Context: an optimization exercise on an open-source flow, tuned for small area and a short achievable clock period. The choices shown serve that exercise and are no tape-out recipe. Function was checked by simulation only, so behaviour that the tests miss may differ from the original. No activity file was given, so power comes from the tool's default toggle rates.

## flow/design.v (module list and top-level ports; edited modules follow where they fit)
// module a25_shifter: 131 lines
// module a25_barrel_shift: 60 lines
// module a25_alu: 81 lines
// module a25_multiply: 77 lines
// module a25_rca: 20 lines
// module a25_inc: 18 lines
// module a25_register_bank: 398 lines
// module a25_execute: 589 lines
module a25_execute (
input                       i_clk,
input                       i_rst,                       
input                       i_core_stall,                
input                       i_mem_stall,                 
output                      o_exec_stall,                
input       [31:0]          i_wb_read_data,              
input                       i_wb_read_data_valid,        
input       [10:0]          i_wb_load_rd,                
input       [31:0]          i_copro_read_data,           
input                       i_decode_iaccess,            
input                       i_decode_daccess,            
input       [7:0]           i_decode_load_rd,            
output reg  [31:0]          o_copro_write_data,
output reg  [31:0]          o_write_data,
output reg  [31:0]          o_iaddress,
output      [31:0]          o_iaddress_nxt,              
output reg                  o_iaddress_valid,      
output reg  [31:0]          o_daddress,          
output      [31:0]          o_daddress_nxt,              
output reg                  o_daddress_valid,      
output reg                  o_adex,                
output reg                  o_priviledged,         
output reg                  o_exclusive,           
output reg                  o_write_enable,
output reg  [3:0]           o_byte_enable,
output reg  [8:0]           o_exec_load_rd,        
output      [31:0]          o_status_bits,               
output                      o_multiply_done,
input      [1:0]            i_status_bits_mode,
input                       i_status_bits_irq_mask,
input                       i_status_bits_firq_mask,
input      [31:0]           i_imm32,
input      [4:0]            i_imm_shift_amount,
input                       i_shift_imm_zero,
input      [3:0]            i_condition,
input                       i_decode_exclusive,        
input      [3:0]            i_rm_sel,
input      [3:0]            i_rs_sel,
input      [3:0]            i_rn_sel,
input      [1:0]            i_barrel_shift_amount_sel,
input      [1:0]            i_barrel_shift_data_sel,
input      [1:0]            i_barrel_shift_function,
input      [8:0]            i_alu_function,
input      [1:0]            i_multiply_function,
input      [2:0]            i_interrupt_vector_sel,
input      [3:0]            i_iaddress_sel,
input      [3:0]            i_daddress_sel,
input      [2:0]            i_pc_sel,
input      [1:0]            i_byte_enable_sel,
input      [2:0]            i_status_bits_sel,
input      [2:0]            i_reg_write_sel,
input                       i_user_mode_regs_store_nxt,
input                       i_firq_not_user_mode,
input                       i_write_data_wen,
input                       i_base_address_wen,      
input                       i_pc_wen,
input      [14:0]           i_reg_bank_wen,
input                       i_status_bits_flags_wen,
input                       i_status_bits_mode_wen,
  // ...
==> flow/run.sh <==
#!/bin/bash
# synth_recipe.tcl (not shown) runs the flow's synth.tcl, then flattens the netlist and writes it again
# the make line also repeats each setting of config.mk as NAME=value (left out here)
make -C /OpenROAD-flow-scripts/flow DESIGN_CONFIG=/design/flow/config.mk WORK_HOME=/design/flow/orfs CLKGATE_MAP_FILE= SYNTH_SCRIPT=/design/flow/synth_recipe.tcl finish
==> flow/config.mk <==
export PLATFORM = sky130hd
export DESIGN_NAME = a25_execute
export DESIGN_NICKNAME = a25_execute
export VERILOG_FILES = /design/flow/design.v
export SDC_FILE = /design/flow/constraint.sdc
export NUM_CORES = 4
export LEC_CHECK = 0
export CAP_MARGIN = 20
export CORE_MARGIN = 2
export CORE_UTILIZATION = 45
export PLACE_DENSITY = 0.6
export SETUP_SLACK_MARGIN = 5
export SLEW_MARGIN = 20
==> flow/constraint.sdc <==
create_clock -name core_clock -period 18.0 [get_ports {i_clk}]
set_input_delay 3.6000 -clock core_clock [delete_from_list [all_inputs] [get_ports {i_clk}]]
set_output_delay 3.6000 -clock core_clock [all_outputs]
set_load 0.01 [all_outputs]
==> run notes, run 1 <==
status=stopped before the end; Halt Stage=global routing (5_1_grt); Halt Reason=[ERROR GRT-0116] Global routing finished with congestion. Check the congestion regions in the DRC Viewer.; Compound-Gate Fraction of Synth Area=0.361; Placed Area=104,000 um^2; Synth area leaders=dfxtp_1 26%, a21oi_1 7.8%, nor2_1 7.2%; H-tree levels=4; Yosys cell types=120; clock root buffer=clkbuf_16; clk sinks=1,191; Main synth FF type=dfxtp_1; Hold-fix buffers, CTS=0; met1 Resource Use GR=0.864; post-CTS setup buffer count=approximately 300; post-synthesis adder-cell area fraction=0.0328; Cell Area, Synth=90,300 um^2; Post-CTS Resized=approximately 870; GR Util met3=0.740; dominant cell type by area after synthesis=dfxtp_1; Die Y=452 um; Placement Rows=between 150 and 200; ys async rst share=0; Post-synth EDFFs=0; synth cell count leaders=1,730 x nor2_1, 1,407 x a21oi_1, 1,191 x dfxtp_1; die span in x=approximately 450 um; largest net degree at the start of global routing=81; GRT overflow=about 1,200
==> inputs of run 2 (changes only) <==
--- a/flow/config.mk
+++ b/flow/config.mk
@@ -7,2 +7,3 @@
 export LEC_CHECK = 0
+export ABC_AREA = 1
 export CAP_MARGIN = 20
==> run 2 against run 1 <==
The run again fails in global routing (5_1_grt); synthesized cell count grew 19%; synthesized area down 1.0%.
==> run notes, run 2 <==
Hold-fix buffers, CTS=0 (unchanged); Mean Syn Cell Area=6.11 um^2 (was 7.36 um^2); largest net degree at the start of global routing=88; Num CTS Buffers=146 (was 143); Halt Reason=[ERROR GRT-0232] Routing congestion too high. Check the congestion heatmap in the GUI. (was [ERROR GRT-0116] Global routing finished with congestion. Check the congestion regions in the DRC Viewer.); IO Pins=463 (unchanged); top-count cell post-synth=nand2_1 (was nor2_1); Halt Stage=global routing (5_1_grt) (unchanged); clk buf depth=3 (unchanged); top-area cell type share of the netlist area=0.267 (was 0.264); dominant cell type by area after synthesis=dfxtp_1 (unchanged); clock root buffer=clkbuf_16 (unchanged); synthesis warning total=5 (unchanged); ys async rst share=0 (unchanged); Synth area leaders=dfxtp_1 27%, nand2_1 19%, inv_1 5.8% (was dfxtp_1 26%, a21oi_1 7.8%, nor2_1 7.2%); Seq cells post-synth=1,191 (unchanged); Post-synth EDFFs=0 (unchanged); synth cell count leaders=4,642 x nand2_1, 1,375 x inv_1, 1,191 x dfxtp_1 (was 1,730 x nor2_1, 1,407 x a21oi_1, 1,191 x dfxtp_1); die span in x=450 um (was 452 um); Main synth FF type=dfxtp_1 (unchanged); GRT Total Usage=0.761; Placement Rows=163 (was 164); Yosys cell types=77 (was 120); Placer Congestion=1.34 (was 1.35); Die Y=450 um (was 452 um); Cell Area, Synth=89,400 um^2 (was 90,300 um^2); post-DP HPWL=548,000 um (was 600,000 um); status=stopped before the end (unchanged); clk sinks=1,191 (unchanged); initial core utilization=0.453 (was 0.452); Gate Count Post-Synth=14,600 (was 12,300); GRT overflow=3; H-tree levels=4 (unchanged); Buffers on Ports=438 (unchanged); register area share after synthesis=0.267 (was 0.264)
-- run 2: cell count changes after synthesis, sizes merged, moves of 150 or more --
cell,previous run,this run
nor2,1730,1164
a21oi,1409,466
mux2i,360,16
a211oi,794,45
clkbuf,1024,681
o221ai,55,234
inv,195,1426
nand2,915,4657
nand4,131,281
nor3,263,82
o21ai,435,1024
nand3,290,928
o211ai,75,564
a22oi,435,228
-- run 2: what timing repair did --
| item | 4_1_cts |
|---|---|
| buffers inserted | 426 |
| cloned | 18 |
| setup endpoints to repair | 103 |
| pin swaps | 295 |
| gates resized for setup | 1260 |
-- run 2: cells by family after synthesis --
group / share of synthesized area
compound gates: 0.240
xor+xnor: 0.00734
fa+ha+maj: 0.0331
buf+inv: 0.110
flops: 0.267
mux: 0.00179
other cells: 0.0000420
simple gates: 0.341
-- run 2: how the worst min path moves through the flow --
stage,slack (ns),depth (start not counted),endpoint
after floorplan,0.44,2,u_multiply.product[51]
after global placement,0.44,2,u_multiply.product[51]
after detailed placement,0.45,2,u_multiply.product[34]
after CTS,0.46,2,u_multiply.product[34]
-- run 2: power groups by stage --
stage          logic [uW]  registers [uW]  clock network, uW
3_3_place_gp         3730            3290                  0
4_1_cts              4200            3230               3220
2_1_floorplan        1880            3140                  0
3_5_place_dp         3760            3290                  0
-- run 2: metal layers --
layer / global-route usage / overflow
met3: 0.645 / 1
met1: 0.790 / 1
met5: 0.476 / 0
met4: 0.706 / 1
met2: 0.869 / 0
-- run 2: through the flow --
| stage | std cells | worst slack (ns) | area (um^2) |
|---|---|---|---|
| CTS | 18100 | 3.45 | 112000 |
| global placement | 17400 | 0.706 | 99100 |
| floorplan | 14600 | 4.67 | 89900 |
| detailed placement | 17400 | 0.664 | 99200 |
